Optimization exercise on an open flow, not production practice. RTL: at most simulated, not proved equivalent. Function not checked: run 5. Power: default activity.

**flow/design.v**
```verilog
module circle_control(input logic clk, input logic rst_n, input logic [2:0] colour,
                      input logic [7:0] centre_x, input logic [6:0] centre_y, input logic [7:0] diameter,
                      input logic start, output logic done,
                      output logic [7:0] vga_x, output logic [6:0] vga_y,
                      output logic [2:0] vga_colour, output logic vga_plot);
     function automatic logic [9:0] fadd(input logic [9:0] x, input logic [9:0] y, input logic c);
          logic [9:0] p, g, gg, pp;
          p = x ^ y;
          g = x & y;
          g[0] = g[0] | (p[0] & c);
          pp = p;
          for (int l = 0; l < 4; l++) begin
               for (int i = 9; i >= 0; i--) begin
                    if (((i >> l) & 1) == 1) begin
                         g[i]  = g[i] | (pp[i] & g[((i >> l) << l) - 1]);
                         pp[i] = pp[i] & pp[((i >> l) << l) - 1];
                    end
               end
          end
          fadd[0] = p[0] ^ c;
          for (int i = 1; i < 10; i++) fadd[i] = p[i] ^ g[i - 1];
     endfunction
     function automatic logic fcmp(input logic [7:0] x, input logic [7:0] y, input logic c);
          logic [9:0] s;
          s = fadd({2'b00, x}, {2'b00, ~y}, c);
          fcmp = s[8];
     endfunction
     function automatic logic [18:0] fadd19(input logic [18:0] x, input logic [18:0] y);
          logic [18:0] p, g, pp;
          p = x ^ y;
          g = x & y;
          pp = p;
          for (int l = 0; l < 5; l++) begin
               for (int i = 18; i >= 0; i--) begin
                    if (((i >> l) & 1) == 1) begin
                         g[i]  = g[i] | (pp[i] & g[((i >> l) << l) - 1]);
                         pp[i] = pp[i] & pp[((i >> l) << l) - 1];
                    end
               end
          end
          fadd19[0] = p[0];
          for (int i = 1; i < 19; i++) fadd19[i] = p[i] ^ g[i - 1];
     endfunction
     function automatic logic [37:0] csa19(input logic [18:0] x, input logic [18:0] y, input logic [18:0] z);
          logic [18:0] sm, cy;
          sm = x ^ y ^ z;
          cy = ((x & y) | (x & z) | (y & z)) << 1;
          csa19 = {cy, sm};
     endfunction
     logic start_r, start_rr;
     logic [7:0] d_r, cx_r;
     logic [6:0] cy_r;
     always_ff @(posedge clk) begin
          start_r    <= start;
          start_rr   <= start_r;
          d_r        <= diameter;
          cx_r       <= centre_x;
          cy_r       <= centre_y;
          vga_colour <= colour;
     end
     logic [18:0] dd, m6, m3;
     logic [37:0] a6, b6, a3, b3;
     assign dd = {11'd0, d_r};
     assign a6 = csa19(dd << 8, dd << 5, dd << 3);
     assign b6 = csa19(a6[18:0], a6[37:19], dd + 19'd510);
     assign m6 = fadd19(b6[18:0], b6[37:19]);
     assign a3 = csa19(dd << 10, dd << 7, dd << 5);
     assign b3 = csa19(a3[18:0], a3[37:19], dd + 19'd1019);
     assign m3 = fadd19(b3[18:0], b3[37:19]);
     logic [6:0] dh_c;                                
     assign dh_c = d_r[7:1] + {6'd0, d_r[0]};
     logic [9:0] x1_c, x2_c;
     assign x1_c = fadd({2'b00, cx_r}, {3'b000, dh_c}, 1'b0);
     assign x2_c = fadd({2'b00, cx_r}, ~{3'b000, dh_c}, 1'b1);
     logic [6:0] k6;
     logic [7:0] k3;
     logic [6:0] dh;
     logic       d0;       
     logic [8:0] x1;       
     logic [7:0] x2;       
     logic       en2;      
     always_ff @(posedge clk) begin
          k6  <= m6[16:10];
          k3  <= m3[18:11];
          dh  <= dh_c;
          d0  <= (d_r == 8'd0);
          x1  <= x1_c[8:0];
          x2  <= x2_c[7:0];
          en2 <= !x2_c[9] && (cx_r != 8'd0);
     end
     logic [9:0] y1_c, y3_c, kk_c;
     assign y1_c = fadd({3'b000, cy_r}, {3'b000, k6}, 1'b0);
     assign y3_c = fadd({3'b000, cy_r}, ~{2'b00, k3}, 1'b1);
     assign kk_c = fadd({3'b000, k6}, {2'b00, k3}, 1'b0);
     logic [7:0] y1;       
     logic [6:0] y3;       
     logic       en3;      
     logic [7:0] kk;       
     always_ff @(posedge clk) begin
          y1  <= y1_c[7:0];
          y3  <= y3_c[6:0];
          en3 <= !y3_c[9];
          kk  <= kk_c[7:0];
     end
     logic [7:0] ox, oy;
     logic [9:0] crit;      
     logic [9:0] cx10, y110, y310;
     assign cx10 = {2'b00, cx_r};
     assign y110 = {2'b00, y1};
     assign y310 = {3'b000, y3};
     logic [9:0] ox10, oy10;
     assign ox10 = {2'b00, ox};
     assign oy10 = {2'b00, oy};
     logic [9:0] xa1, xb1, xa2, xb2, x3a, x3b, ya, yb, y3x;
     assign xa1 = fadd({1'b0, x1}, ~ox10, 1'b1);
     assign xb1 = fadd({1'b0, x1}, ~oy10, 1'b1);
     assign xa2 = fadd({2'b00, x2}, ox10, 1'b0);
     assign xb2 = fadd({2'b00, x2}, oy10, 1'b0);
     assign x3a = fadd(d0 ? {3'b000, cy_r} : cx10, oy10, 1'b0);
     assign x3b = fadd(cx10, ~oy10, 1'b1);
     assign ya  = fadd(y110, ~oy10, 1'b1);
     assign yb  = fadd(y110, ~ox10, 1'b1);
     assign y3x = fadd(y310, ox10, 1'b0);
     function automatic logic in159(input logic [9:0] v);    
          in159 = !v[9] && (v[8:0] != 9'd0) && (v[8:0] <= 9'd159);
     endfunction
     function automatic logic in119(input logic [9:0] v);    
          in119 = !v[9] && (v[8:0] != 9'd0) && (v[8:0] <= 9'd119);
     endfunction
     logic eq, ax, oxgt, oxge, oygt, oyge, oxk;
     assign eq   = (ox == oy);
     assign ax   = (oy == 8'd0);
     assign oxgt = fcmp(ox, {1'b0, dh}, 1'b0);
     assign oxge = fcmp(ox, {1'b0, dh}, 1'b1);
     assign oygt = fcmp(oy, {1'b0, dh}, 1'b0);
     assign oyge = fcmp(oy, {1'b0, dh}, 1'b1);
     assign oxk  = fcmp(ox, kk, 1'b0);
     logic ya_ok, yb_ok, y3x_ok;
     assign ya_ok  = in119(ya);
     assign yb_ok  = in119(yb);
     assign y3x_ok = en3 && (y3x <= 10'd99) && oxk;
     logic [6:0] cand;
     assign cand[0] = in159(xa1) && oxgt && ya_ok;
     assign cand[1] = in159(xb1) && oygt && yb_ok && !eq;
     assign cand[2] = en2 && (xa2 <= 10'd159) && oxge && ya_ok && !(eq && !ax);
     assign cand[3] = en2 && (xb2 <= 10'd159) && oyge && yb_ok && !ax;
     assign cand[4] = !d0 && (x3a <= 10'd159) && (x3a != 10'd0) && y3x_ok && !eq;
     assign cand[5] = in159(x3b) && y3x_ok && !ax;
     assign cand[6] = d0 && in159(xa1) && (x3a <= 10'd99) && !ax && !eq;
     logic cpos, lval;
     assign cpos = !crit[9] && (crit != 10'd0);
     assign lval = !fcmp(oy, ox, 1'b0);               
     logic [9:0] c1, c2;
     assign c1 = fadd(crit, {1'b0, oy, 1'b1}, 1'b0);                        
     logic [9:0] c2s, c2c;                                                 
     assign c2s = crit ^ {1'b0, oy, 1'b1} ^ ~{1'b0, ox, 1'b0};
     assign c2c = ((crit & {1'b0, oy, 1'b1}) | (crit & ~{1'b0, ox, 1'b0}) | ({1'b0, oy, 1'b1} & ~{1'b0, ox, 1'b0})) << 1;
     assign c2 = fadd(c2s, c2c, 1'b1);
     logic [6:0] cr;        
     logic [7:0] oxc, oyc;
     logic busy;
     logic [6:0] sel;       
     assign sel = cr & ~{cr[5:0] | {cr[4:0], 1'b0} | {cr[3:0], 2'b0} | {cr[2:0], 3'b0} |
                         {cr[1:0], 4'b0} | {cr[0], 5'b0}, 1'b0};
     logic adv;
     assign adv = ((cr & ~sel) == 7'd0);
     logic [7:0] xbase, xoff, ybase, yoff;
     logic xs, ys, uox;
     assign uox   = sel[0] | sel[2] | sel[6];           
     assign xs    = sel[0] | sel[1] | sel[5] | sel[6];
     assign ys    = sel[0] | sel[1] | sel[2] | sel[3];
     assign xbase = ({8{sel[0] | sel[1]}} & x1[7:0]) | ({8{sel[2] | sel[3]}} & x2) |
                    ({8{sel[4] | sel[5] | sel[6]}} & cx_r);
     assign ybase = ys ? y1 : {1'b0, y3};
     assign xoff  = uox ? oxc : oyc;
     assign yoff  = uox ? oyc : oxc;
     logic [9:0] pxs, pys;
     assign pxs = fadd({2'b00, xbase ^ {8{xs}}}, {2'b00, xoff}, 1'b0);
     assign pys = fadd({2'b00, ybase ^ {8{ys}}}, {2'b00, yoff}, 1'b0);
     always_ff @(posedge clk) begin
          if (!start_r) begin
               ox   <= d_r;
               oy   <= 8'd0;
               crit <= 10'd1 - {2'b00, d_r};
          end else if (!start_rr || (busy && adv && lval)) begin
               ox   <= cpos ? ox - 8'd1 : ox;
               oy   <= oy + 8'd1;
               crit <= cpos ? c2 : c1;
          end
          if (!start_rr) begin
               cr   <= cand;
               oxc  <= ox;
               oyc  <= oy;
               busy <= 1'b1;
          end else if (busy) begin
               if (adv) begin
                    cr   <= cand;
                    oxc  <= ox;
                    oyc  <= oy;
                    busy <= lval;
               end else begin
                    cr <= cr & ~sel;
               end
          end
          vga_x    <= pxs[7:0] ^ {8{xs}};
          vga_y    <= pys[6:0] ^ {7{ys}};
          vga_plot <= rst_n && start && start_rr && busy && (cr != 7'd0);
          if (!rst_n || !start) done <= 1'b0;
          else if (start_rr && busy && adv && !lval) done <= 1'b1;
     end
endmodule
module reuleaux(input logic clk, input logic rst_n, input logic [2:0] colour,
                input logic [7:0] centre_x, input logic [6:0] centre_y, input logic [7:0] diameter,
                input logic start, output logic done,
                output logic [7:0] vga_x, output logic [6:0] vga_y,
                output logic [2:0] vga_colour, output logic vga_plot);
     circle_control u_ctl(.clk(clk), .rst_n(rst_n), .colour(colour), .centre_x(centre_x),
                          .centre_y(centre_y), .diameter(diameter), .start(start), .done(done),
                          .vga_x(vga_x), .vga_y(vga_y), .vga_colour(vga_colour), .vga_plot(vga_plot));
endmodule
```
**flow/run.sh**
```bash
#!/bin/bash
# synth_recipe.tcl (not shown) runs the flow's synth.tcl, then flattens the netlist and writes it again
# the make line also repeats each setting of config.mk as NAME=value (left out here)
make -C /OpenROAD-flow-scripts/flow DESIGN_CONFIG=/design/flow/config.mk WORK_HOME=/design/flow/orfs CLKGATE_MAP_FILE= SYNTH_SCRIPT=/design/flow/synth_recipe.tcl finish
```
**flow/config.mk**
```make
export PLATFORM = sky130hd
export DESIGN_NAME = reuleaux
export DESIGN_NICKNAME = reuleaux
export VERILOG_FILES = /design/flow/design.v
export SDC_FILE = /design/flow/constraint.sdc
export NUM_CORES = 4
export LEC_CHECK = 0
export CAP_MARGIN = 20
export CORE_MARGIN = 2
export CORE_UTILIZATION = 40
export SETUP_SLACK_MARGIN = 5
export SLEW_MARGIN = 20
```
**flow/constraint.sdc**
```tcl
create_clock -name core_clock -period 10.0 [get_ports {clk}]
set_input_delay 2.0000 -clock core_clock [delete_from_list [all_inputs] [get_ports {clk}]]
set_output_delay 2.0000 -clock core_clock [all_outputs]
set_load 0.01 [all_outputs]
```
==> flow_metrics.env, run 1 <==
export IMPL_max_cap_violations=0
export IMPL_route_detailed_drc=0
export IMPL_total_number_of_h_tree_levels=4
export IMPL_rows=64
export IMPL_worst_setup_path_end_kind="flip-flop"
export IMPL_slew_violations=0
export IMPL_port_buffer_count=48
export IMPL_crit_required_ns=10.17
export IMPL_routabilityCongestion=0.949
export IMPL_antenna_left=0
export IMPL_core_area_mm2=0.0305
export IMPL_insertion_delay_ns=0.44
export IMPL_leakagePower_nw=6.20
export IMPL_power_density_mw_per_mm2=233
export IMPL_multi_input_comb_area_mm2=0.00814
export IMPL_cts_tree="yes"
export IMPL_clk_transition_reported_paths_ns=0.08
export IMPL_dominantRegCellSynth="dfxtp_1"
export IMPL_critical_path_max_fanout=15
export IMPL_routed_wirelength_mm=31.7
export IMPL_crit_arrival_ns=4.28
export IMPL_grt_util_all_layers=0.203
export IMPL_post_cts_sizing_count=0
export IMPL_yosysUniqueCellTypes=73
export IMPL_result_of_the_run="no timing/DRC/antenna violations"
export IMPL_cts_root_buffer="clkbuf_16"
export IMPL_drt_vias_per_instance=5.36
export IMPL_finalHoldViolations=0
export IMPL_post_route_cells_drive_above_1_share=0.0611
export IMPL_first_pass_grt_wire_length_mm=50.5
export IMPL_die_x_um=180
export IMPL_nFillCells=2884
export IMPL_synthArstFlopShare=0
export IMPL_pwr_share_clk=0.201
export IMPL_timing_critical_path_from_type="flip-flop"
export IMPL_syn_avg_cell_area_um2=10.1
export IMPL_place_hpwl_mm=25.3
export IMPL_path_class="flip-flop to flip-flop"
export IMPL_seq_area_frac_synth=0.291
export IMPL_finalSetupTns_ns=0
export IMPL_io_pins=49
export IMPL_power_switching_fraction=0.400
export IMPL_grt_setup_unrepaired="false"
export IMPL_grt_pass1_vias=9101
export IMPL_synth_ff_latch_count=159
export IMPL_yosysWarnings=1
export IMPL_relSlewSlack=0.385
export IMPL_count_of_flip_flops_with_a_built_in_enable_after_synthesis=41
export IMPL_final_min_clock_period_ns=4.11
export IMPL_post_cts_setup_buffers=0
export IMPL_max_freq_mhz=243
export IMPL_share_seq_of_total_power=0.308
export IMPL_setup_viol=0
export IMPL_antenna_found_initial=0
export IMPL_irDropWorstVdd_uv=130
export IMPL_power_report_internal_total_mw=1.93
export IMPL_tritoncts_num_sinks=159
export IMPL_drt_wirelength_per_cell_um=18.8
export IMPL_hp_class="flip-flop to flip-flop"
export IMPL_die_h_um=180
export IMPL_timing_final_crit_share=0.411
export IMPL_grt_remaining_overflow=0
export IMPL_synthCells=1227
export IMPL_detail_route_iter0_violations=545
export IMPL_antenna_cells_inserted=0
export IMPL_max_clock_path_buffers=2
export IMPL_grt_start_max_net_pins=47
export IMPL_start_util=0.404
export IMPL_syn_num_nets=1515
export IMPL_regArea_mm2=0.00359
export IMPL_syn_cell_area_mm2=0.0123
export IMPL_via_count=9057
export IMPL_layout_core_utilization=0.454
export IMPL_cts_hold_buffers=0
export IMPL_dp_slack_ns=5.89
export IMPL_worst_slew_pin_slew_ns=0.923
export IMPL_drt_first_pass_iters=5
export IMPL_power_frac_comb=0.490
export IMPL_netSwitchingPower_mw=1.29
export IMPL_die_area_mm2=0.0323
export IMPL_num_nets_final=1568
export IMPL_numCtsBuffers=17
export IMPL_setup_ws_ns=5.89
export IMPL_area_delta_synth_final_pct=12.3
export IMPL_fin_worst_skew_ns=0.0177
[metrics by stage]
step	power [mW]	cell area, um2	instances	hold slack, ns
after global routing	3.51	13800	1689	0.528
after detailed placement	2.58	13300	1657	0.492
final	3.22	13800	1689	0.492
after floorplan	2.14	12300	1227	0.329
after CTS	3.24	13800	1689	0.501
after global placement	2.55	13300	1657	0.457
[registers in the layout, summed over array words and instances, names as in the netlist, 7 cells and up]
register,flops
u_ctl.y3,7
u_ctl.vga_x,8
u_ctl.oxc,8
u_ctl.dh,7
u_ctl.x1,8
u_ctl.kk,8
u_ctl.k6,7
u_ctl.vga_y,7
u_ctl.crit,10
u_ctl.cx_r,8
u_ctl.d_r,8
u_ctl.y1,8
u_ctl.cr,7
u_ctl.cy_r,7
u_ctl.oy,8
u_ctl.k3,8
u_ctl.ox,8
u_ctl.x2,8
u_ctl.oyc,8
[worst paths after layout]
kind	cells past startpoint	startpoint	end	slack, ns
min	1	u_ctl.k3[7]	u_ctl.kk[7]	0.49
min reg2reg	1	u_ctl.k3[7]	u_ctl.kk[7]	0.49
max	14	u_ctl.oy[2]	u_ctl.crit[9]	5.89
max reg2reg	14	u_ctl.oy[2]	u_ctl.crit[9]	5.89
[worst max-delay path: stages, from the launching register on]
cell      delay [ns]
dfxtp_1         0.72
inv_1           0.41
fa_1            0.60
inv_1           0.04
ha_1            0.32
a21oi_1         0.16
a21boi_0        0.13
o31a_1          0.29
o21ai_0         0.20
nand2b_1        0.11
fa_1            0.39
xnor2_1         0.15
a21oi_1         0.08
o21ai_0         0.14
a21oi_1         0.08
[cell usage after synthesis (5+ instances only)]
master / count / area share
o21a_1: 8 / 0.0049
a21o_1: 36 / 0.022
o21ai_0: 55 / 0.022
a211oi_1: 12 / 0.0073
nand2_1: 52 / 0.016
o211ai_1: 12 / 0.0073
nand3_1: 25 / 0.010
fa_1: 71 / 0.12
edfxtp_1: 41 / 0.10
nor3_1: 25 / 0.010
xor2_1: 42 / 0.030
or2_2: 10 / 0.0051
ha_1: 188 / 0.19
o31ai_1: 10 / 0.0061
o21bai_1: 5 / 0.0030
clkbuf_1: 17 / 0.0052
and3_1: 7 / 0.0036
inv_1: 130 / 0.040
nor2b_1: 14 / 0.0071
a22oi_1: 5 / 0.0030
or3_1: 11 / 0.0056
nor2_1: 51 / 0.016
mux2_2: 18 / 0.016
xnor2_1: 64 / 0.045
mux2i_1: 16 / 0.013
nor4_1: 5 / 0.0025
a21oi_1: 60 / 0.024
nand4_1: 13 / 0.0066
a31oi_1: 11 / 0.0056
nand2b_1: 8 / 0.0041
and2_1: 6 / 0.0030
a21boi_0: 7 / 0.0043
dfxtp_1: 118 / 0.19
nor4b_1: 6 / 0.0043
[layer usage]
| layer | track usage | wire length [um] | vias up | share of wire |
|---|---|---|---|---|
| li1 | - | - | 4444 | - |
| met1 | 0.270 | 14400 | 4317 | 0.45 |
| met2 | 0.330 | 14600 | 254 | 0.46 |
| met3 | 0.0456 | 1960 | 42 | 0.062 |
| met4 | 0.0637 | 796 | 0 | 0.025 |
| met5 | 0 | 0 | - | 0 |
[cells in the final DEF, fill, tap and decap left out, drive strengths merged, types with 48 or more instances in the layout]
cell type	instances
nand2	52
xnor2	64
o21ai	56
a21oi	60
ha	188
fa	71
inv	137
nor2	51
clkdlybuf4s50	48
dfxtp	118
[area by class of cell]
type                            instances  share of cell area
Tap cell                              396              0.0358
Inverter                              130              0.0352
Sequential cell                       159               0.260
Multi-Input combinational cell        914               0.588
Clock inverter                         14              0.0107
Timing Repair Buffer                   58              0.0401
Clock buffer                           18              0.0310
[cell families after synthesis]
family | count (synthesis) | share of synthesized area
AOI/OAI and AO/OA | 262 | 0.142
adders and majority gates | 260 | 0.307
and+or+nand+nor | 252 | 0.106
DFF | 159 | 0.291
buffers and inverters | 154 | 0.0487
xor gates and xnor gates | 106 | 0.0753
muxes | 34 | 0.0294
[power by group through the flow]
stage / clock, mW / combinational (mW) / sequential [mW]
after floorplan: 0 / 1.19 / 0.949
after CTS: 0.665 / 1.59 / 0.991
final: 0.649 / 1.58 / 0.994
after global routing: 0.695 / 1.81 / 1.01
after detailed placement: 0 / 1.58 / 1.01
after global placement: 0 / 1.54 / 1.00
Testbench counts, summed over its fixed seeds: cycles 17,484.
==> run 2, diff against run 1 <==
--- a/flow/config.mk
+++ b/flow/config.mk
@@ -8,5 +8,4 @@
 export CAP_MARGIN = 20
 export CORE_MARGIN = 2
 export CORE_UTILIZATION = 40
-export SETUP_SLACK_MARGIN = 5
 export SLEW_MARGIN = 20
==> flow_metrics.env, run 2 <==
export IMPL_total_number_of_h_tree_levels=4
export IMPL_met3_wire_len_mm=1.96
export IMPL_relSlewSlack=0.385
export IMPL_start_util=0.404
export IMPL_post_cts_setup_buffers=0
export IMPL_grt_remaining_overflow=0
export IMPL_io_pins=49
export IMPL_grt_pass1_vias=9101
export IMPL_yosysWarnings=1
export IMPL_detail_route_iter0_violations=545
export IMPL_grt_util_all_layers=0.203
export IMPL_drt_met1_wl_mm=14.4
export IMPL_numCtsBuffers=17
export IMPL_multi_input_comb_area_mm2=0.00814
export IMPL_regArea_mm2=0.00359
export IMPL_post_route_cells_drive_above_1_share=0.0611
export IMPL_num_nets_final=1568
export IMPL_worst_setup_path_end_kind="flip-flop"
export IMPL_synth_top_cell_area_share=0.192
export IMPL_route_detailed_drc=0
export IMPL_synth_ff_latch_count=159
export IMPL_core_area_mm2=0.0305
export IMPL_crit_arrival_ns=4.28
export IMPL_cts_tree="yes"
export IMPL_main_area_contributors_after_synthesis="dfxtp_1 19%, ha_1 19%, fa_1 12%"
export IMPL_syn_cell_area_mm2=0.0123
export IMPL_nFillCells=2884
export IMPL_critical_path_max_fanout=15
export IMPL_layout_cells_most_common="ha_1"
export IMPL_tritoncts_num_sinks=159
export IMPL_grt_setup_unrepaired="false"
export IMPL_routabilityCongestion=0.949
export IMPL_route_top_layer_used="met4"
export IMPL_power_density_mw_per_mm2=233
export IMPL_largest_register_ff_count=10
export IMPL_fin_worst_skew_ns=0.0177
export IMPL_setup_viol=0
export IMPL_grt_start_max_net_pins=47
export IMPL_layout_common_cells="188 x ha_1, 130 x inv_1, 118 x dfxtp_1, 71 x fa_1, 64 x xnor2_1"
export IMPL_first_pass_grt_wire_length_mm=50.5
export IMPL_syn_avg_cell_area_um2=10.1
export IMPL_timing_critical_path_from_type="flip-flop"
export IMPL_port_buffer_count=48
export IMPL_rows=64
export IMPL_drt_vias_per_instance=5.36
export IMPL_max_cap_violations=0
export IMPL_post_synth_top_count_cell="ha_1"
export IMPL_path_class="flip-flop to flip-flop"
export IMPL_crit_required_ns=10.17
export IMPL_die_h_um=180
export IMPL_dominantRegCellSynth="dfxtp_1"
export IMPL_ranking_of_synthesized_cells_by_instance_count="188 x ha_1, 130 x inv_1, 118 x dfxtp_1"
export IMPL_seq_area_frac_synth=0.291
export IMPL_slew_violations=0
export IMPL_cts_hold_buffers=0
export IMPL_drt_first_pass_iters=5
export IMPL_timing_final_crit_share=0.411
export IMPL_clk_transition_reported_paths_ns=0.08
export IMPL_synth_area_leader="dfxtp_1"
export IMPL_final_cell_area_mm2=0.0138
export IMPL_p_total_mw=3.22
export IMPL_place_hpwl_mm=25.3
export IMPL_registers_top_by_ff_count="u_ctl.crit"
export IMPL_met2_wirelength_mm=14.6
export IMPL_antenna_found_initial=0
export IMPL_placement_cell_area_mm2=0.0133
export IMPL_irDropWorstVdd_uv=130
export IMPL_count_of_flip_flops_with_a_built_in_enable_after_synthesis=41
export IMPL_max_clock_path_buffers=2
export IMPL_synthArstFlopShare=0
export IMPL_max_freq_mhz=243
export IMPL_routed_wirelength_mm=31.7
export IMPL_via_count=9057
export IMPL_yosysUniqueCellTypes=73
export IMPL_worst_slew_pin_slew_ns=0.923
export IMPL_insertion_delay_ns=0.44
export IMPL_fin_worst_hold_slack_ns=0.492
export IMPL_result_of_the_run="no timing/DRC/antenna violations"
export IMPL_finalHoldViolations=0
export IMPL_synthCells=1227
export IMPL_final_min_clock_period_ns=4.11
export IMPL_leakagePower_nw=6.20
export IMPL_antenna_cells_inserted=0
export IMPL_hp_class="flip-flop to flip-flop"
export IMPL_antenna_left=0
export IMPL_area_delta_synth_final_pct=12.3
export IMPL_drt_wirelength_per_cell_um=18.8
export IMPL_cts_root_buffer="clkbuf_16"
export IMPL_post_cts_sizing_count=0
export IMPL_syn_num_nets=1515
export IMPL_die_x_um=180
export IMPL_finalSetupTns_ns=0
export IMPL_die_area_mm2=0.0323
export IMPL_layout_core_utilization=0.454
-- run 2: cell counts after synthesis --
No cell type changed its count.
-- run 2: final timing paths --
| check | startpoint | endpoint | slack [ns] | cells past startpoint |
|---|---|---|---|---|
| worst min-delay path | u_ctl.k3[7] | u_ctl.kk[7] | 0.49 | 1 |
| worst max-delay path | u_ctl.oy[2] | u_ctl.crit[9] | 5.89 | 14 |
| worst min register to register | u_ctl.k3[7] | u_ctl.kk[7] | 0.49 | 1 |
| worst max register to register | u_ctl.oy[2] | u_ctl.crit[9] | 5.89 | 14 |
-- run 2: critical path, stage by stage (launching register included) --
cell and delay (ns):
dfxtp_1 0.72, inv_1 0.41, fa_1 0.60, inv_1 0.04
ha_1 0.32, a21oi_1 0.16, a21boi_0 0.13, o31a_1 0.29
o21ai_0 0.20, nand2b_1 0.11, fa_1 0.39, xnor2_1 0.15
a21oi_1 0.08, o21ai_0 0.14, a21oi_1 0.08
-- run 2: power by group --
group,switching [mW],total (mW),internal (mW)
clock,0.297,0.649,0.352
sequential,0.164,0.994,0.830
combinational,0.829,1.58,0.751
-- run 2: logic make-up after synthesis --
family,count (synthesis),share of synthesized area
AO/OA/AOI/OAI,262,0.142
XOR/XNOR,106,0.0753
adder cells (fa/ha/maj),260,0.307
buffers and inverters,154,0.0487
flip-flops,159,0.291
multiplexers,34,0.0294
AND/OR/NAND/NOR,252,0.106
-- run 2: area by class of cell --
cell class | instances | area share
inverters | 130 | 0.0352
clock buffers | 18 | 0.0310
well taps | 396 | 0.0358
clock inverters | 14 | 0.0107
flip-flops and latches | 159 | 0.260
multi-input cells | 914 | 0.588
repair buffers | 58 | 0.0401
-- run 2: per-layer routing --
layer | global-route usage | vias to the layer above
li1 | - | 4444
met1 | 0.270 | 4317
met2 | 0.330 | 254
met3 | 0.0456 | 42
met4 | 0.0637 | 0
met5 | 0 | -
-- run 2: metrics by stage --
step	cells	worst slack, ns
floorplan	1227	6.37
global placement	1657	5.99
detailed placement	1657	5.89
CTS	1689	5.89
global route	1689	5.59
finish	1689	5.89
==> run 3, diff against run 2 <==
--- a/flow/config.mk
+++ b/flow/config.mk
@@ -5,6 +5,7 @@
 export SDC_FILE = /design/flow/constraint.sdc
 export NUM_CORES = 4
 export LEC_CHECK = 0
+export ABC_CLOCK_PERIOD_IN_PS = 3000
 export CAP_MARGIN = 20
 export CORE_MARGIN = 2
 export CORE_UTILIZATION = 40
==> flow_metrics.env, run 3 <==
export IMPL_result_of_the_run="no timing/DRC/antenna violations"
export IMPL_met2_wirelength_mm=14.6
export IMPL_route_top_layer_used="met4"
export IMPL_path_class="flip-flop to flip-flop"
export IMPL_dominantRegCellSynth="dfxtp_1"
export IMPL_grt_setup_unrepaired="false"
export IMPL_cts_hold_buffers=0
export IMPL_slew_violations=0
export IMPL_fin_worst_hold_slack_ns=0.492
export IMPL_dominant_combinational_cell_family_by_area_after_synthesis="adder cells"
export IMPL_setup_viol=0
export IMPL_routed_wirelength_mm=31.7
export IMPL_tritoncts_num_sinks=159
export IMPL_timing_final_crit_share=0.411
export IMPL_place_hpwl_mm=25.3
export IMPL_power_density_mw_per_mm2=233
export IMPL_finalSetupTns_ns=0
export IMPL_worst_hold_startpoint="u_ctl.k3[7]"
export IMPL_worst_slew_pin_slew_ns=0.923
export IMPL_die_x_um=180
export IMPL_dpl_cell_count=1657
export IMPL_max_cap_violations=0
export IMPL_yosysWarnings=1
export IMPL_cts_root_buffer="clkbuf_16"
export IMPL_io_pins=49
export IMPL_layout_cells_most_common="ha_1"
export IMPL_post_cts_setup_buffers=0
export IMPL_die_h_um=180
export IMPL_leakagePower_nw=6.20
export IMPL_synth_top_cell_area_share=0.192
export IMPL_core_area_mm2=0.0305
export IMPL_critical_path_top_cell_by_count="a21oi_1"
export IMPL_routabilityCongestion=0.949
export IMPL_placement_cell_area_mm2=0.0133
export IMPL_yosysUniqueCellTypes=73
export IMPL_grt_pass1_vias=9101
export IMPL_final_cells=1689
export IMPL_critical_path_top_delay_family="adder cells"
export IMPL_area_delta_synth_final_pct=12.3
export IMPL_timing_critical_path_from_type="flip-flop"
export IMPL_syn_cell_area_mm2=0.0123
export IMPL_critical_path_startpoint="u_ctl.oy[2]"
export IMPL_post_cts_sizing_count=0
export IMPL_synthArstFlopShare=0
export IMPL_total_number_of_h_tree_levels=4
export IMPL_synthCells=1227
export IMPL_route_detailed_drc=0
export IMPL_drt_met1_wl_mm=14.4
export IMPL_layout_core_utilization=0.454
export IMPL_num_nets_final=1568
export IMPL_syn_num_nets=1515
export IMPL_final_cell_area_mm2=0.0138
export IMPL_drt_wirelength_per_cell_um=18.8
export IMPL_port_buffer_count=48
export IMPL_timing_critical_path_buf_inv=2
export IMPL_detail_route_iter0_violations=545
export IMPL_synth_area_leader="dfxtp_1"
export IMPL_critical_path_max_fanout=15
export IMPL_post_route_cells_drive_above_1_share=0.0611
export IMPL_cts_tree="yes"
export IMPL_max_clock_path_buffers=2
export IMPL_hp_class="flip-flop to flip-flop"
export IMPL_seq_area_frac_synth=0.291
export IMPL_count_of_flip_flops_with_a_built_in_enable_after_synthesis=41
export IMPL_final_min_clock_period_ns=4.11
export IMPL_first_pass_grt_wire_length_mm=50.5
export IMPL_crit_required_ns=10.17
export IMPL_drt_vias_per_instance=5.36
export IMPL_synth_ff_latch_count=159
export IMPL_finalHoldViolations=0
export IMPL_start_util=0.404
export IMPL_main_area_contributors_after_synthesis="dfxtp_1 19%, ha_1 19%, fa_1 12%"
export IMPL_portion_of_netlist_area_occupied_by_mux_cells=0.0294
export IMPL_post_synth_top_count_cell="ha_1"
export IMPL_met3_wire_len_mm=1.96
export IMPL_worstPathCellList="inv_1 -> fa_1 -> inv_1 -> ha_1 -> a21oi_1 -> a21boi_0 -> o31a_1 -> o21ai_0 -> nand2b_1 -> fa_1 -> xnor2_1 -> a21oi_1 -> o21ai_0 -> a21oi_1"
export IMPL_post_synth_fa_ha_maj_area_fraction=0.307
export IMPL_clk_transition_reported_paths_ns=0.08
export IMPL_numCtsBuffers=17
export IMPL_relSlewSlack=0.385
export IMPL_worst_setup_path_end_kind="flip-flop"
export IMPL_irDropWorstVdd_uv=130
export IMPL_synth_compound_area_frac=0.142
export IMPL_largest_register_ff_count=10
export IMPL_antenna_found_initial=0
export IMPL_ranking_of_synthesized_cells_by_instance_count="188 x ha_1, 130 x inv_1, 118 x dfxtp_1"
export IMPL_worst_path_max_delay_cell="dfxtp_1"
export IMPL_syn_avg_cell_area_um2=10.1
export IMPL_rows=64
export IMPL_layout_common_cells="188 x ha_1, 130 x inv_1, 118 x dfxtp_1, 71 x fa_1, 64 x xnor2_1"
export IMPL_die_area_mm2=0.0323
export IMPL_worstReg2RegStart="u_ctl.oy[2]"
export IMPL_fin_worst_skew_ns=0.0177
export IMPL_cpPeakStageDelay_ns=0.72
export IMPL_antenna_cells_inserted=0
export IMPL_synthXorXnorAreaFrac=0.0753
export IMPL_antenna_left=0
export IMPL_crit_arrival_ns=4.28
export IMPL_grt_remaining_overflow=0
export IMPL_drt_first_pass_iters=5
export IMPL_max_freq_mhz=243
export IMPL_registers_top_by_ff_count="u_ctl.crit"
export IMPL_grt_util_all_layers=0.203
export IMPL_synth_simple_gate_area_share=0.106
export IMPL_grt_start_max_net_pins=47
export IMPL_insertion_delay_ns=0.44
export IMPL_via_count=9057
==> run 3: final cells by class <==
class,count,area [um2]
clock buffer,18,429
tap,396,495
sequential,159,3590
multi-input combinational,914,8140
fill,2884,16700
timing repair buffer,58,556
clock inverter,14,148
inverter,130,488
==> run 3: where the power goes <==
group,total (mW),switching [mW],internal [mW]
clock network,0.649,0.297,0.352
registers,0.994,0.164,0.830
logic,1.58,0.829,0.751
total,3.22,1.29,1.93
==> run 3: final timing paths <==
| check | to | slack (ns) | cells past startpoint |
|---|---|---|---|
| setup / recovery | u_ctl.crit[9] | 5.89 | 14 |
| hold / removal | u_ctl.kk[7] | 0.49 | 1 |
| setup reg to reg | u_ctl.crit[9] | 5.89 | 14 |
| hold reg to reg | u_ctl.kk[7] | 0.49 | 1 |
==> run 3: metrics by stage <==
stage,power [mW],setup slack (ns)
floorplan,2.14,6.37
global placement,2.55,5.99
detailed placement,2.58,5.89
CTS,3.24,5.89
global route,3.51,5.59
finish,3.22,5.89
==> run 3: kinds of logic after synthesis <==
group                    after synthesis
AND/OR/NAND/NOR                      252
multiplexers                          34
AO/OA/AOI/OAI                        262
adder cells (fa/ha/maj)              260
XOR/XNOR                             106
flip-flops                           159
buffers and inverters                154
==> run 3: per-layer routing <==
layer / up-vias / global-route usage
met1: 4317 / 0.270
met5: - / 0
met2: 254 / 0.330
met4: 0 / 0.0637
met3: 42 / 0.0456
li1: 4444 / -
==> run 4, diff against run 3 <==
--- a/flow/config.mk
+++ b/flow/config.mk
@@ -8,5 +8,5 @@
 export ABC_CLOCK_PERIOD_IN_PS = 3000
 export CAP_MARGIN = 20
 export CORE_MARGIN = 2
-export CORE_UTILIZATION = 40
+export CORE_UTILIZATION = 65
 export SLEW_MARGIN = 20
==> flow_metrics.env, run 4 <==
export IMPL_fin_worst_skew_ns=0.0136
export IMPL_cts_root_buffer="clkbuf_16"
export IMPL_rows=50
export IMPL_relSlewSlack=0.378
export IMPL_route_detailed_drc=0
export IMPL_hp_class="flip-flop to flip-flop"
export IMPL_critical_path_max_fanout=15
export IMPL_place_hpwl_mm=24.3
export IMPL_post_synth_top_count_cell="ha_1"
export IMPL_grt_setup_unrepaired="false"
export IMPL_nFillCells=1392
export IMPL_die_x_um=142
export IMPL_layout_cells_most_common="ha_1"
export IMPL_post_cts_setup_buffers=0
export IMPL_antenna_left=0
export IMPL_io_pins=49
export IMPL_dominantRegCellSynth="dfxtp_1"
export IMPL_antenna_found_initial=0
export IMPL_critical_path_top_cell_by_count="a21oi_1"
export IMPL_max_clock_path_buffers=2
export IMPL_syn_cell_area_mm2=0.0123
export IMPL_crit_required_ns=10.16
export IMPL_start_util=0.661
export IMPL_power_density_mw_per_mm2=236
export IMPL_post_route_cells_drive_above_1_share=0.0604
export IMPL_cts_tree="yes"
export IMPL_synthCells=1227
export IMPL_yosysUniqueCellTypes=73
export IMPL_globalRouteMet2Util=0.509
export IMPL_total_number_of_h_tree_levels=4
export IMPL_cpPeakStageDelay_ns=0.73
export IMPL_layout_common_cells="188 x ha_1, 130 x inv_1, 118 x dfxtp_1, 71 x fa_1, 64 x xnor2_1"
export IMPL_crit_arrival_ns=4.35
export IMPL_grt_util_all_layers=0.324
export IMPL_main_area_contributors_after_synthesis="dfxtp_1 19%, ha_1 19%, fa_1 12%"
export IMPL_port_buffer_count=48
export IMPL_area_delta_synth_final_pct=10.5
export IMPL_met3_usage=0.0682
export IMPL_first_pass_grt_wire_length_mm=48.8
export IMPL_max_freq_mhz=239
export IMPL_cp_num_cells=14
export IMPL_yosysWarnings=1
export IMPL_tritoncts_num_sinks=159
export IMPL_drt_vias_per_instance=6.07
export IMPL_routed_wirelength_mm=30.9
export IMPL_synth_top_cell_area_share=0.192
export IMPL_leakagePower_nw=6.19
export IMPL_post_cts_sizing_count=0
export IMPL_dpl_cell_count=1494
export IMPL_setup_viol=0
export IMPL_die_h_um=142
export IMPL_r2r_setup_slack_ns=5.81
export IMPL_irDropWorstVdd_uv=181
export IMPL_finalSetupTns_ns=0
export IMPL_drt_wirelength_per_cell_um=20.2
export IMPL_ranking_of_synthesized_cells_by_instance_count="188 x ha_1, 130 x inv_1, 118 x dfxtp_1"
export IMPL_finalHoldViolations=0
export IMPL_cts_hold_buffers=0
export IMPL_via_count=9268
export IMPL_max_cap_violations=0
export IMPL_syn_num_nets=1515
export IMPL_crit_path_end="u_ctl.crit[9]"
export IMPL_ff2ff_path_depth=14
export IMPL_grt_start_max_net_pins=47
export IMPL_critical_path_startpoint="u_ctl.oy[2]"
export IMPL_regToRegEndpoint="u_ctl.crit[9]"
export IMPL_worst_setup_path_end_kind="flip-flop"
export IMPL_grt_pass1_vias=8970
export IMPL_detail_route_iter0_violations=766
export IMPL_critical_path_top_delay_family="adder cells"
export IMPL_count_of_flip_flops_with_a_built_in_enable_after_synthesis=41
export IMPL_worstReg2RegStart="u_ctl.oy[2]"
export IMPL_timing_critical_path_buf_inv=2
export IMPL_numCtsBuffers=17
export IMPL_worstPathCellList="inv_1 -> fa_1 -> inv_1 -> ha_1 -> a21oi_1 -> a21boi_0 -> o31a_1 -> o21ai_0 -> nand2b_1 -> fa_1 -> xnor2_1 -> a21oi_1 -> o21ai_0 -> a21oi_1"
export IMPL_worst_slew_pin_slew_ns=0.933
export IMPL_grt_util_met1=0.444
export IMPL_slew_violations=0
export IMPL_clk_transition_reported_paths_ns=0.07
export IMPL_worst_path_max_delay_cell="dfxtp_1"
export IMPL_p_total_mw=3.22
export IMPL_final_min_clock_period_ns=4.19
export IMPL_result_of_the_run="no timing/DRC/antenna violations"
export IMPL_synth_area_leader="dfxtp_1"
export IMPL_synth_ff_latch_count=159
export IMPL_synthArstFlopShare=0
export IMPL_path_class="flip-flop to flip-flop"
export IMPL_core_area_mm2=0.0186
export IMPL_routabilityCongestion=0.933
export IMPL_registers_top_by_ff_count="u_ctl.crit"
export IMPL_drt_first_pass_iters=7
export IMPL_insertion_delay_ns=0.44
export IMPL_fin_worst_hold_slack_ns=0.476
export IMPL_num_nets_final=1567
export IMPL_largest_register_ff_count=10
export IMPL_timing_final_crit_share=0.419
export IMPL_die_area_mm2=0.0201
export IMPL_final_cells=1526
export IMPL_timing_critical_path_from_type="flip-flop"
export IMPL_grt_remaining_overflow=0
export IMPL_syn_avg_cell_area_um2=10.1
export IMPL_seq_area_frac_synth=0.291
export IMPL_gr_max_usage_layer="met2"
export IMPL_antenna_cells_inserted=0
run 4: kinds of logic (layout without fill, tap and decap cells):
family                     Yosys count  after routing  synth area share
AOI/OAI and AO/OA                  262            262             0.142
and+or+nand+nor                    252            252             0.106
adders and majority gates          260            260             0.307
buffers and inverters              154            219            0.0487
xor gates and xnor gates           106            106            0.0753
DFF                                159            159             0.291
muxes                               34             34            0.0294
run 4: metal layers:
layer  part of all wire  routed length [um]  up-vias
met1               0.44               13700     4419
met2               0.45               14000      346
met3              0.077                2370       57
met4              0.029                 886        0
li1                   -                   -     4446
met5                  0                   0        -
run 4: area by class of cell:
| type | count | area (um2) | share of cell area |
|---|---|---|---|
| repair buffers | 57 | 548 | 0.0402 |
| clock buffers | 19 | 454 | 0.0333 |
| flip-flops and latches | 159 | 3590 | 0.264 |
| multi-input cells | 914 | 8140 | 0.597 |
| inverters | 130 | 488 | 0.0358 |
| well taps | 234 | 293 | 0.0215 |
| clock inverters | 13 | 116 | 0.00854 |
run 4: worst reg2reg max path, stage by stage (launching register included):
cell      delay (ns)
dfxtp_1         0.73
inv_1           0.43
fa_1            0.61
inv_1           0.04
ha_1            0.32
a21oi_1         0.18
a21boi_0        0.14
o31a_1          0.28
o21ai_0         0.23
nand2b_1        0.10
fa_1            0.38
xnor2_1         0.16
a21oi_1         0.08
o21ai_0         0.14
a21oi_1         0.08
run 4: report_power, final:
part / switching [mW] / total, mW / internal (mW)
logic: 0.837 / 1.59 / 0.754
registers: 0.163 / 0.993 / 0.831
clock network: 0.295 / 0.637 / 0.342
run 4: how the worst min path moves through the flow:
stage	start	endpoint	slack (ns)	cells past startpoint
floorplan	u_ctl.start_r	u_ctl.start_rr	0.33	0
global placement	u_ctl.done	u_ctl.done	0.46	2
detailed placement	u_ctl.k3[7]	u_ctl.kk[7]	0.47	1
CTS	u_ctl.done	u_ctl.done	0.49	2
global route	u_ctl.done	u_ctl.done	0.51	2
finish	u_ctl.done	u_ctl.done	0.48	2
run 4: stage by stage:
step                      utilization  worst slack (ns)  instance area, um2
after global routing            0.731              5.48               13600
final                           0.731              5.81               13600
after global placement          0.701              6.00               13100
after CTS                       0.731              5.88               13600
after detailed placement        0.701              5.89               13100
after floorplan                     -              6.37               12300
==> run 5, diff against run 4 <==
--- a/flow/design.v
+++ b/flow/design.v
@@ -58,14 +58,14 @@
           cy_r       <= centre_y;
           vga_colour <= colour;
      end
-     logic [18:0] dd, m6, m3;
+     logic [18:0] dz, m6, m3;
      logic [37:0] a6, b6, a3, b3;
-     assign dd = {11'd0, d_r};
-     assign a6 = csa19(dd << 8, dd << 5, dd << 3);
-     assign b6 = csa19(a6[18:0], a6[37:19], dd + 19'd510);
+     assign dz = {11'd0, d_r};
+     assign a6 = csa19(dz << 8, dz << 5, dz << 3);
+     assign b6 = csa19(a6[18:0], a6[37:19], dz + 19'd510);
      assign m6 = fadd19(b6[18:0], b6[37:19]);
-     assign a3 = csa19(dd << 10, dd << 7, dd << 5);
-     assign b3 = csa19(a3[18:0], a3[37:19], dd + 19'd1019);
+     assign a3 = csa19(dz << 10, dz << 7, dz << 5);
+     assign b3 = csa19(a3[18:0], a3[37:19], dz + 19'd1019);
      assign m3 = fadd19(b3[18:0], b3[37:19]);
      logic [6:0] dh_c;                                
      assign dh_c = d_r[7:1] + {6'd0, d_r[0]};
@@ -104,6 +104,7 @@
      end
      logic [7:0] ox, oy;
      logic [9:0] crit;      
+     logic [8:0] dd;        
      logic [9:0] cx10, y110, y310;
      assign cx10 = {2'b00, cx_r};
      assign y110 = {2'b00, y1};
@@ -128,7 +129,7 @@
           in119 = !v[9] && (v[8:0] != 9'd0) && (v[8:0] <= 9'd119);
      endfunction
      logic eq, ax, oxgt, oxge, oygt, oyge, oxk;
-     assign eq   = (ox == oy);
+     assign eq   = (dd == 9'd0);
      assign ax   = (oy == 8'd0);
      assign oxgt = fcmp(ox, {1'b0, dh}, 1'b0);
      assign oxge = fcmp(ox, {1'b0, dh}, 1'b1);
@@ -148,14 +149,11 @@
      assign cand[5] = in159(x3b) && y3x_ok && !ax;
      assign cand[6] = d0 && in159(xa1) && (x3a <= 10'd99) && !ax && !eq;
      logic cpos, lval;
-     assign cpos = !crit[9] && (crit != 10'd0);
-     assign lval = !fcmp(oy, ox, 1'b0);               
+     assign cpos = !crit[9];
+     assign lval = dd[8] || eq;                       
      logic [9:0] c1, c2;
      assign c1 = fadd(crit, {1'b0, oy, 1'b1}, 1'b0);                        
-     logic [9:0] c2s, c2c;                                                 
-     assign c2s = crit ^ {1'b0, oy, 1'b1} ^ ~{1'b0, ox, 1'b0};
-     assign c2c = ((crit & {1'b0, oy, 1'b1}) | (crit & ~{1'b0, ox, 1'b0}) | ({1'b0, oy, 1'b1} & ~{1'b0, ox, 1'b0})) << 1;
-     assign c2 = fadd(c2s, c2c, 1'b1);
+     assign c2 = fadd(crit, {dd, 1'b1}, 1'b0);                             
      logic [6:0] cr;        
      logic [7:0] oxc, oyc;
      logic busy;
@@ -181,11 +179,13 @@
           if (!start_r) begin
                ox   <= d_r;
                oy   <= 8'd0;
-               crit <= 10'd1 - {2'b00, d_r};
+               crit <= 10'd0 - {2'b00, d_r};
+               dd   <= 9'd0 - {1'b0, d_r};
           end else if (!start_rr || (busy && adv && lval)) begin
                ox   <= cpos ? ox - 8'd1 : ox;
                oy   <= oy + 8'd1;
                crit <= cpos ? c2 : c1;
+               dd   <= (d0 && ax) ? 9'h102 : dd + (cpos ? 9'd2 : 9'd1);
           end
           if (!start_rr) begin
                cr   <= cand;
--- a/flow/config.mk
+++ b/flow/config.mk
@@ -5,8 +5,7 @@
 export SDC_FILE = /design/flow/constraint.sdc
 export NUM_CORES = 4
 export LEC_CHECK = 0
-export ABC_CLOCK_PERIOD_IN_PS = 3000
 export CAP_MARGIN = 20
 export CORE_MARGIN = 2
-export CORE_UTILIZATION = 65
+export CORE_UTILIZATION = 40
 export SLEW_MARGIN = 20
==> flow_metrics.env, run 5 <==
export IMPL_result_of_the_run="no timing/DRC/antenna violations"
export IMPL_syn_num_nets=1517
export IMPL_syn_cell_area_mm2=0.0125
export IMPL_grt_setup_unrepaired="false"
export IMPL_dominantRegCellSynth="dfxtp_1"
export IMPL_antenna_cells_inserted=0
export IMPL_cts_root_buffer="clkbuf_16"
export IMPL_grt_remaining_overflow=0
export IMPL_place_hpwl_mm=26.1
export IMPL_grt_util_all_layers=0.205
export IMPL_cpPeakStageDelay_ns=0.71
export IMPL_setup_viol=0
export IMPL_synth_area_leader="dfxtp_1"
export IMPL_power_density_mw_per_mm2=236
export IMPL_leakagePower_nw=6.18
export IMPL_power_switching_fraction=0.401
export IMPL_port_buffer_count=48
export IMPL_worst_path_max_delay_cell="nor4_1"
export IMPL_crit_arrival_ns=4.77
export IMPL_die_h_um=181
export IMPL_finalHoldViolations=0
export IMPL_synth_top_cell_area_share=0.189
export IMPL_critical_path_startpoint="u_ctl.d_r[5]"
export IMPL_antenna_left=0
export IMPL_layout_core_utilization=0.455
export IMPL_synthCells=1245
export IMPL_drt_first_pass_iters=4
export IMPL_die_area_mm2=0.0326
export IMPL_tritoncts_num_sinks=168
export IMPL_antenna_found_initial=0
export IMPL_count_of_flip_flops_with_a_built_in_enable_after_synthesis=50
export IMPL_grt_start_max_net_pins=36
export IMPL_insertion_delay_ns=0.45
export IMPL_rows=64
export IMPL_power_report_internal_total_mw=1.97
export IMPL_slew_violations=0
export IMPL_synth_simple_gate_area_share=0.107
export IMPL_layout_cells_most_common="ha_1"
export IMPL_timing_critical_path_from_type="flip-flop"
export IMPL_fin_worst_skew_ns=0.00843
export IMPL_crit_required_ns=10.31
export IMPL_worst_hold_startpoint="u_ctl.busy"
export IMPL_finalSetupTns_ns=0
export IMPL_syn_avg_cell_area_um2=10.0
export IMPL_total_number_of_h_tree_levels=4
export IMPL_io_pins=49
export IMPL_final_min_clock_period_ns=4.45
export IMPL_max_cap_violations=0
export IMPL_yosysUniqueCellTypes=67
export IMPL_critical_path_max_fanout=14
export IMPL_max_clock_path_buffers=2
export IMPL_biggestRegsByFlops="u_ctl.crit (10), u_ctl.dd (9)"
export IMPL_synth_ff_latch_count=168
export IMPL_num_nets_final=1563
export IMPL_routed_wirelength_mm=32.7
export IMPL_power_frac_comb=0.483
export IMPL_post_cts_sizing_count=0
export IMPL_hp_class="flip-flop to flip-flop"
export IMPL_numCtsBuffers=17
export IMPL_yosysWarnings=1
export IMPL_post_synth_top_count_cell="ha_1"
export IMPL_area_delta_synth_final_pct=11.8
export IMPL_cts_hold_buffers=0
export IMPL_timing_final_crit_share=0.445
export IMPL_p_total_mw=3.30
export IMPL_first_pass_grt_wire_length_mm=51.3
export IMPL_routabilityCongestion=0.900
export IMPL_route_detailed_drc=0
export IMPL_portion_of_netlist_area_occupied_by_mux_cells=0.0285
export IMPL_post_route_cells_drive_above_1_share=0.0567
export IMPL_worstReg2RegStart="u_ctl.d_r[5]"
export IMPL_main_area_contributors_after_synthesis="dfxtp_1 19%, ha_1 18%, edfxtp_1 12%"
export IMPL_registers_top_by_ff_count="u_ctl.crit"
export IMPL_cts_tree="yes"
export IMPL_layout_common_cells="179 x ha_1, 125 x inv_1, 118 x dfxtp_1, 78 x xnor2_1, 65 x nand2_1"
export IMPL_synth_compound_area_frac=0.139
export IMPL_worst_slew_pin_slew_ns=0.946
export IMPL_critical_path_top_cell_by_count="fa_1"
export IMPL_seq_area_frac_synth=0.310
export IMPL_pwr_share_clk=0.195
export IMPL_drt_vias_per_instance=5.39
export IMPL_synthXorXnorAreaFrac=0.0856
export IMPL_start_util=0.407
export IMPL_dominant_combinational_cell_family_by_area_after_synthesis="adder cells"
export IMPL_worstPathCellList="nor4_1 -> nand2b_1 -> or2_2 -> inv_1 -> fa_1 -> ha_1 -> a21o_1 -> a21oi_1 -> nand3_1 -> a41o_1 -> a31oi_1 -> o21bai_1 -> fa_1 -> xor2_1"
export IMPL_max_freq_mhz=224
export IMPL_irDropWorstVdd_uv=150
export IMPL_grt_pass1_vias=8997
export IMPL_post_synth_fa_ha_maj_area_fraction=0.284
export IMPL_share_seq_of_total_power=0.322
export IMPL_core_area_mm2=0.0307
export IMPL_path_class="flip-flop to flip-flop"
export IMPL_clk_transition_reported_paths_ns=0.07
export IMPL_worst_setup_path_end_kind="flip-flop"
export IMPL_die_x_um=181
export IMPL_relSlewSlack=0.369
export IMPL_ranking_of_synthesized_cells_by_instance_count="179 x ha_1, 125 x inv_1, 118 x dfxtp_1"
export IMPL_largest_register_ff_count=10
export IMPL_detail_route_iter0_violations=646
export IMPL_drt_wirelength_per_cell_um=19.2
export IMPL_post_cts_setup_buffers=0
export IMPL_netSwitchingPower_mw=1.32
export IMPL_via_count=9155
export IMPL_synthArstFlopShare=0
[run 5: cell types whose count changed in the layout (fill, tap and decap cells not counted), sizes merged, moves of 7 or more]
cell and change:
fa -7, a21boi -8, or3 -7, xnor2 +14, nor2 +10, ha -9, nand2 +13, edfxtp +9
[run 5: logic make-up (layout without fill, tap and decap cells)]
| logic type | count (synthesis) | in the layout |
|---|---|---|
| and+or+nand+nor | 265 | 265 |
| AOI/OAI and AO/OA | 260 | 260 |
| adders and majority gates | 245 | 245 |
| DFF | 168 | 168 |
| buffers and inverters | 152 | 211 |
| xor gates and xnor gates | 122 | 122 |
| muxes | 33 | 33 |
[run 5: area by class of cell]
class	count	area [um2]
fillers	2937	16700
multi-input cells	925	8040
flip-flops and latches	168	3860
repair buffers	54	526
well taps	396	495
inverters	125	469
clock buffers	17	425
clock inverters	15	136
[run 5: routing by layer]
metal	wire (um)	GRT usage	share of wire
met5	0	0	0
met3	1810	0.0362	0.055
met2	14500	0.317	0.44
met4	882	0.0735	0.027
met1	15500	0.288	0.47
[run 5: per-stage QoR]
step           area (um2)  cells  hold slack (ns)  setup slack, ns
5_1_grt             14000   1700            0.482             5.27
3_3_place_gp        13400   1668            0.447             5.76
4_1_cts             14000   1700            0.465             5.56
2_1_floorplan       12500   1245            0.329             6.07
6_report            14000   1700            0.466             5.55
3_5_place_dp        13400   1668            0.454             5.58
[run 5: path summary, 6_finish.rpt]
kind	endpoint	depth (start not counted)	slack, ns
max	u_ctl.k3[6]	14	5.55
min	u_ctl.busy	2	0.47
max reg2reg	u_ctl.k3[6]	14	5.55
min reg2reg	u_ctl.busy	2	0.47
[run 5: worst max-delay path: cells and delay by family, from the launching register on]
kind                       cells  cell delay [ns]
AOI/OAI and AO/OA              5             1.04
xor gates and xnor gates       1             0.14
adders and majority gates      3             1.14
buffers and inverters          1             0.08
DFF                            1             0.52
and+or+nand+nor                4             1.39
[run 5: power groups by stage]
stage               logic [mW]  clock network (mW)  registers, mW
floorplan                 1.21                   0           1.01
global placement          1.55                   0           1.07
detailed placement        1.59                   0           1.07
CTS                       1.60               0.656           1.06
global route              1.80               0.686           1.08
finish                    1.59               0.641           1.06
==> run 6, diff against run 5 <==
--- a/flow/design.v
+++ b/flow/design.v
@@ -59,14 +59,11 @@
           vga_colour <= colour;
      end
      logic [18:0] dz, m6, m3;
-     logic [37:0] a6, b6, a3, b3;
-     assign dz = {11'd0, d_r};
-     assign a6 = csa19(dz << 8, dz << 5, dz << 3);
-     assign b6 = csa19(a6[18:0], a6[37:19], dz + 19'd510);
-     assign m6 = fadd19(b6[18:0], b6[37:19]);
-     assign a3 = csa19(dz << 10, dz << 7, dz << 5);
-     assign b3 = csa19(a3[18:0], a3[37:19], dz + 19'd1019);
-     assign m3 = fadd19(b3[18:0], b3[37:19]);
+     logic [18:0] s296;
+     assign dz   = {11'd0, d_r};
+     assign s296 = (dz << 8) + (dz << 5) + (dz << 3);
+     assign m6   = s296 + dz + 19'd510;
+     assign m3   = (s296 << 2) + dz + 19'd1019;
      logic [6:0] dh_c;                                
      assign dh_c = d_r[7:1] + {6'd0, d_r[0]};
      logic [9:0] x1_c, x2_c;
==> flow_metrics.env, run 6 <==
export IMPL_slew_violations=0
export IMPL_clk_transition_reported_paths_ns=0.08
export IMPL_detail_route_iter0_violations=567
export IMPL_pwr_share_clk=0.208
export IMPL_count_of_flip_flops_with_a_built_in_enable_after_synthesis=50
export IMPL_layout_cells_most_common="ha_1"
export IMPL_worst_path_max_delay_cell="dfxtp_1"
export IMPL_biggestRegsByFlops="u_ctl.crit (10), u_ctl.dd (9)"
export IMPL_core_area_mm2=0.0315
export IMPL_crit_arrival_ns=4.25
export IMPL_power_report_internal_total_mw=1.98
export IMPL_syn_cell_area_mm2=0.0127
export IMPL_post_cts_sizing_count=0
export IMPL_power_frac_comb=0.476
export IMPL_synthCells=1281
export IMPL_via_count=9516
export IMPL_finalSetupTns_ns=0
export IMPL_insertion_delay_ns=0.45
export IMPL_antenna_cells_inserted=0
export IMPL_critical_path_top_delay_family="adder cells"
export IMPL_drt_first_pass_iters=6
export IMPL_yosysUniqueCellTypes=83
export IMPL_die_x_um=182
export IMPL_dp_slack_ns=6.13
export IMPL_post_route_cells_drive_above_1_share=0.0696
export IMPL_post_cts_setup_buffers=0
export IMPL_drt_wirelength_per_cell_um=18.6
export IMPL_grt_pass1_vias=9430
export IMPL_place_hpwl_mm=25.8
export IMPL_critical_path_max_fanout=10
export IMPL_registers_top_by_ff_count="u_ctl.crit"
export IMPL_fin_worst_skew_ns=0.0156
export IMPL_drt_vias_per_instance=5.43
export IMPL_result_of_the_run="no timing/DRC/antenna violations"
export IMPL_ranking_of_synthesized_cells_by_instance_count="191 x ha_1, 147 x inv_1, 118 x dfxtp_1"
export IMPL_irDropWorstVdd_uv=124
export IMPL_grt_util_all_layers=0.204
export IMPL_max_cap_violations=0
export IMPL_port_buffer_count=48
export IMPL_syn_num_nets=1558
export IMPL_cts_hold_buffers=0
export IMPL_syn_avg_cell_area_um2=9.94
export IMPL_final_cells=1752
export IMPL_finalHoldViolations=0
export IMPL_routed_wirelength_mm=32.7
export IMPL_largest_register_ff_count=10
export IMPL_post_synth_top_count_cell="ha_1"
export IMPL_rows=65
export IMPL_timing_final_crit_share=0.389
export IMPL_synth_area_leader="ha_1"
export IMPL_worstHoldPathCells=1
export IMPL_grt_start_max_net_pins=35
export IMPL_setup_ws_ns=6.11
export IMPL_cts_root_buffer="clkbuf_16"
export IMPL_main_area_contributors_after_synthesis="ha_1 19%, dfxtp_1 19%, edfxtp_1 12%"
export IMPL_tritoncts_num_sinks=168
export IMPL_netSwitchingPower_mw=1.32
export IMPL_routabilityCongestion=0.907
export IMPL_cts_tree="yes"
export IMPL_worst_setup_path_end_kind="flip-flop"
export IMPL_power_density_mw_per_mm2=231
export IMPL_worst_hold_startpoint="u_ctl.k3[7]"
export IMPL_seq_area_frac_synth=0.303
export IMPL_antenna_found_initial=0
export IMPL_setup_viol=0
export IMPL_leakagePower_nw=6.35
export IMPL_hp_class="flip-flop to flip-flop"
export IMPL_grt_remaining_overflow=0
export IMPL_synth_top_cell_area_share=0.188
export IMPL_cpPeakStageDelay_ns=0.56
export IMPL_path_class="flip-flop to flip-flop"
export IMPL_worstReg2RegStart="u_ctl.d_r[3]"
export IMPL_layout_common_cells="191 x ha_1, 147 x inv_1, 118 x dfxtp_1, 79 x xnor2_1, 64 x nor2_1"
export IMPL_route_detailed_drc=0
export IMPL_p_total_mw=3.30
export IMPL_io_pins=49
export IMPL_timing_critical_path_from_type="flip-flop"
export IMPL_max_clock_path_buffers=2
export IMPL_dominantRegCellSynth="dfxtp_1"
export IMPL_timing_hold_worst_endpoint="u_ctl.en3"
export IMPL_antenna_left=0
export IMPL_timing_critical_path_buf_inv=2
export IMPL_r2r_setup_slack_ns=6.11
export IMPL_total_number_of_h_tree_levels=4
export IMPL_die_area_mm2=0.0333
export IMPL_first_pass_grt_wire_length_mm=51.9
export IMPL_area_delta_synth_final_pct=12.3
export IMPL_start_util=0.404
export IMPL_worstPathCellList="inv_1 -> fa_1 -> inv_1 -> ha_1 -> xor2_1 -> ha_1 -> or3_1 -> o31ai_1 -> nand2b_1 -> o21ai_0 -> a311oi_1 -> xnor2_1"
export IMPL_relSlewSlack=0.422
export IMPL_regToRegEndpoint="u_ctl.k3[2]"
export IMPL_ff2ff_path_depth=12
export IMPL_max_freq_mhz=257
export IMPL_yosysWarnings=1
export IMPL_crit_required_ns=10.36
export IMPL_grt_setup_unrepaired="false"
export IMPL_dpl_cell_count=1720
export IMPL_worst_slew_pin_slew_ns=0.861
export IMPL_synthArstFlopShare=0
export IMPL_final_min_clock_period_ns=3.89
export IMPL_synth_ff_latch_count=168
export IMPL_numCtsBuffers=17
export IMPL_share_seq_of_total_power=0.315
export IMPL_num_nets_final=1614
export IMPL_power_switching_fraction=0.400
export IMPL_die_h_um=182
export IMPL_nFillCells=2993
## run 6: cell types whose count changed after synthesis, moves of 6 or more
cell,before,now
inv_1,125,147
nor4_1,7,15
fa_1,64,57
xor2_1,44,38
a2111oi_0,8,1
ha_1,179,191
o21ai_0,51,44
## run 6: per-layer routing
metal / up-vias / share of wire / GRT usage
li1: 4634 / - / -
met1: 4566 / 0.47 / 0.280
met2: 260 / 0.45 / 0.326
met3: 56 / 0.052 / 0.0289
met4: 0 / 0.027 / 0.0777
met5: - / 0 / 0
## run 6: worst max path at each step
stage	from	endpoint	cells after the start
floorplan	u_ctl.d_r[3]	u_ctl.k6[1]	13
global placement	u_ctl.d_r[3]	u_ctl.k3[2]	12
detailed placement	u_ctl.d_r[3]	u_ctl.k3[2]	12
CTS	u_ctl.d_r[3]	u_ctl.k3[2]	12
global route	u_ctl.cr[0]	u_ctl.vga_x[5]	14
finish	u_ctl.d_r[3]	u_ctl.k3[2]	12
## run 6: cells by family after synthesis
family,after synthesis,share of synthesized area
AO/OA/AOI/OAI,254,0.138
multiplexers,33,0.0277
XOR/XNOR,118,0.0818
buffers and inverters,167,0.0499
adder cells (fa/ha/maj),251,0.280
flip-flops,168,0.303
AND/OR/NAND/NOR,290,0.119
## run 6: power groups by stage
| stage | sequential [mW] | combinational, mW | clock, mW |
|---|---|---|---|
| after floorplan | 1.00 | 1.19 | 0 |
| after global placement | 1.05 | 1.53 | 0 |
| after global routing | 1.06 | 1.79 | 0.728 |
| after CTS | 1.04 | 1.58 | 0.705 |
| after detailed placement | 1.06 | 1.57 | 0 |
| final | 1.04 | 1.57 | 0.688 |
## run 6: worst reg2reg max path: cells and delay by family, from the launching register on
kind	cells	cell delay (ns)
adders and majority gates	3	1.15
AOI/OAI and AO/OA	3	0.91
and+or+nand+nor	2	0.57
DFF	1	0.56
xor gates and xnor gates	2	0.37
buffers and inverters	2	0.25
## run 6: layout make-up
type                       count  area [um2]  area share
clock buffer                  17         425      0.0298
multi-input combinational    946        8230       0.576
clock inverter                15         175      0.0123
sequential                   168        3860       0.270
inverter                     147         552      0.0386
tap                          402         503      0.0352
timing repair buffer          57         548      0.0383
## run 6: stage by stage
| step | area [um2] | hold WS, ns | util |
|---|---|---|---|
| 3_3_place_gp | 13700 | 0.428 | 0.435 |
| 3_5_place_dp | 13700 | 0.444 | 0.435 |
| 4_1_cts | 14300 | 0.466 | 0.454 |
| 6_report | 14300 | 0.457 | 0.454 |
| 5_1_grt | 14300 | 0.494 | 0.454 |
| 2_1_floorplan | 12700 | 0.329 | - |
Testbench counts of run 6, summed over its fixed seeds: cycles 17,484.
==> run 7, diff against run 6 <==
--- a/flow/config.mk
+++ b/flow/config.mk
@@ -8,4 +8,6 @@
 export CAP_MARGIN = 20
 export CORE_MARGIN = 2
 export CORE_UTILIZATION = 40
+export GPL_ROUTABILITY_DRIVEN = 0
+export PLACE_DENSITY = 0.8
 export SLEW_MARGIN = 20
==> flow_metrics.env, run 7 <==
export IMPL_result_of_the_run="no timing/DRC/antenna violations"
export IMPL_largest_register_ff_count=10
export IMPL_slew_violations=0
export IMPL_die_x_um=182
export IMPL_core_area_mm2=0.0315
export IMPL_layout_core_utilization=0.452
export IMPL_io_pins=49
export IMPL_max_cap_violations=0
export IMPL_timing_hold_worst_endpoint="u_ctl.en3"
export IMPL_first_pass_grt_wire_length_mm=52.8
export IMPL_finalHoldViolations=0
export IMPL_layout_cells_most_common="ha_1"
export IMPL_critical_path_max_fanout=26
export IMPL_path_class="flip-flop to flip-flop"
export IMPL_max_freq_mhz=248
export IMPL_area_delta_synth_final_pct=11.8
export IMPL_clk_transition_reported_paths_ns=0.07
export IMPL_final_min_clock_period_ns=4.03
export IMPL_fin_worst_hold_slack_ns=0.460
export IMPL_synth_ff_latch_count=168
export IMPL_cpPeakStageDelay_ns=0.55
export IMPL_relSlewSlack=0.410
export IMPL_drt_first_pass_iters=5
export IMPL_num_nets_final=1611
export IMPL_grt_util_all_layers=0.204
export IMPL_routed_wirelength_mm=32.9
export IMPL_main_area_contributors_after_synthesis="ha_1 19%, dfxtp_1 19%, edfxtp_1 12%"
export IMPL_grt_remaining_overflow=0
export IMPL_dominantRegCellSynth="dfxtp_1"
export IMPL_port_buffer_count=48
export IMPL_antenna_left=0
export IMPL_crit_arrival_ns=4.36
export IMPL_detail_route_iter0_violations=850
export IMPL_ranking_of_synthesized_cells_by_instance_count="191 x ha_1, 147 x inv_1, 118 x dfxtp_1"
export IMPL_cts_hold_buffers=0
export IMPL_syn_avg_cell_area_um2=9.94
export IMPL_cts_root_buffer="clkbuf_16"
export IMPL_grt_pass1_vias=10100
export IMPL_drt_wirelength_per_cell_um=18.8
export IMPL_critical_path_startpoint="u_ctl.cr[2]"
export IMPL_total_number_of_h_tree_levels=4
export IMPL_registers_top_by_ff_count="u_ctl.crit"
export IMPL_cts_tree="yes"
export IMPL_r2r_setup_slack_ns=5.97
export IMPL_numCtsBuffers=17
export IMPL_antenna_found_initial=0
export IMPL_die_h_um=182
export IMPL_final_cell_area_mm2=0.0142
export IMPL_seq_area_frac_synth=0.303
export IMPL_setup_viol=0
export IMPL_yosysWarnings=1
export IMPL_worstReg2RegStart="u_ctl.cr[2]"
export IMPL_timing_final_crit_share=0.403
export IMPL_post_route_cells_drive_above_1_share=0.0668
export IMPL_post_cts_setup_buffers=0
export IMPL_place_hpwl_mm=25.8
export IMPL_fin_worst_skew_ns=0.00950
export IMPL_grt_setup_unrepaired="false"
export IMPL_crit_required_ns=10.33
export IMPL_synthCells=1281
export IMPL_worstPathCellList="nor2_2 -> nand2_2 -> nor3_1 -> a221oi_2 -> buf_4 -> mux2_2 -> ha_1 -> inv_1 -> fa_1 -> inv_1 -> a21o_1 -> a21oi_1 -> fa_1 -> xnor2_1"
export IMPL_drt_vias_per_instance=5.63
export IMPL_die_area_mm2=0.0333
export IMPL_syn_cell_area_mm2=0.0127
export IMPL_worst_slew_pin_slew_ns=0.879
export IMPL_syn_num_nets=1558
export IMPL_grt_start_max_net_pins=35
export IMPL_synth_area_leader="ha_1"
export IMPL_synth_top_cell_area_share=0.188
export IMPL_power_density_mw_per_mm2=232
export IMPL_ff2ff_path_depth=14
[run 7: cell types whose count changed in the layout (fill, tap and decap cells not counted)]
cell / before / now
buf_4: 9 / 6
bufinv_16: 1 / 0
clkbuf_1: 0 / 1
clkinv_2: 1 / 0
clkinv_4: 1 / 3
clkinv_8: 2 / 1
inv_4: 0 / 2
inv_8: 5 / 3
o21ai_0: 44 / 43
o21ai_1: 3 / 4
[run 7: worst max path at each step]
stage                     end  slack, ns  cells past startpoint
3_5_place_dp   u_ctl.vga_x[5]       6.14                     15
6_report       u_ctl.vga_x[4]       5.97                     14
3_3_place_gp      u_ctl.cr[4]       6.26                     12
2_1_floorplan     u_ctl.k6[1]       6.43                     13
4_1_cts        u_ctl.vga_x[5]       6.05                     15
5_1_grt        u_ctl.vga_x[4]       5.79                     14
[run 7: where the power goes]
part	switching, mW	leakage (nW)	internal (mW)
sequential	0.163	1.53	0.879
combinational	0.860	4.51	0.756
clock	0.311	0.275	0.329
total	1.33	6.32	1.96
[run 7: layout make-up]
cell class,instances,area [um2]
Clock inverter,14,131
Clock buffer,18,429
Inverter,147,552
Tap cell,402,503
Sequential cell,168,3860
Multi-Input combinational cell,946,8230
Timing Repair Buffer,54,526
Fill cell,2871,17200
[run 7: logic make-up (layout without fill, tap and decap cells)]
logic type,after synthesis,after routing,share of synthesized area
AO/OA/AOI/OAI,254,254,0.138
XOR/XNOR,118,118,0.0818
flip-flops,168,168,0.303
buffers and inverters,167,233,0.0499
multiplexers,33,33,0.0277
adder cells (fa/ha/maj),251,251,0.280
AND/OR/NAND/NOR,290,290,0.119
[run 7: stage by stage]
| step | total power, mW | std cells | setup slack (ns) |
|---|---|---|---|
| final | 3.30 | 1749 | 5.97 |
| after global routing | 3.54 | 1749 | 5.79 |
| after CTS | 3.29 | 1749 | 6.05 |
| after detailed placement | 2.64 | 1717 | 6.14 |
| after global placement | 2.55 | 1717 | 6.26 |
| after floorplan | 2.19 | 1281 | 6.43 |
[run 7: worst max-delay path: cells and delay by family (launching register included)]
kind	cells	cell delay, ns
XOR/XNOR	1	0.14
buffers and inverters	3	0.34
adder cells (fa/ha/maj)	3	0.86
multiplexers	1	0.30
flip-flops	1	0.49
AO/OA/AOI/OAI	3	0.49
AND/OR/NAND/NOR	3	1.28
[run 7: per-layer routing]
metal	global-route usage	vias up	wire length [um]
li1	-	4611	-
met2	0.338	452	15300
met1	0.248	4674	13300
met4	0.111	0	1650
met5	0	-	0
met3	0.0433	114	2610
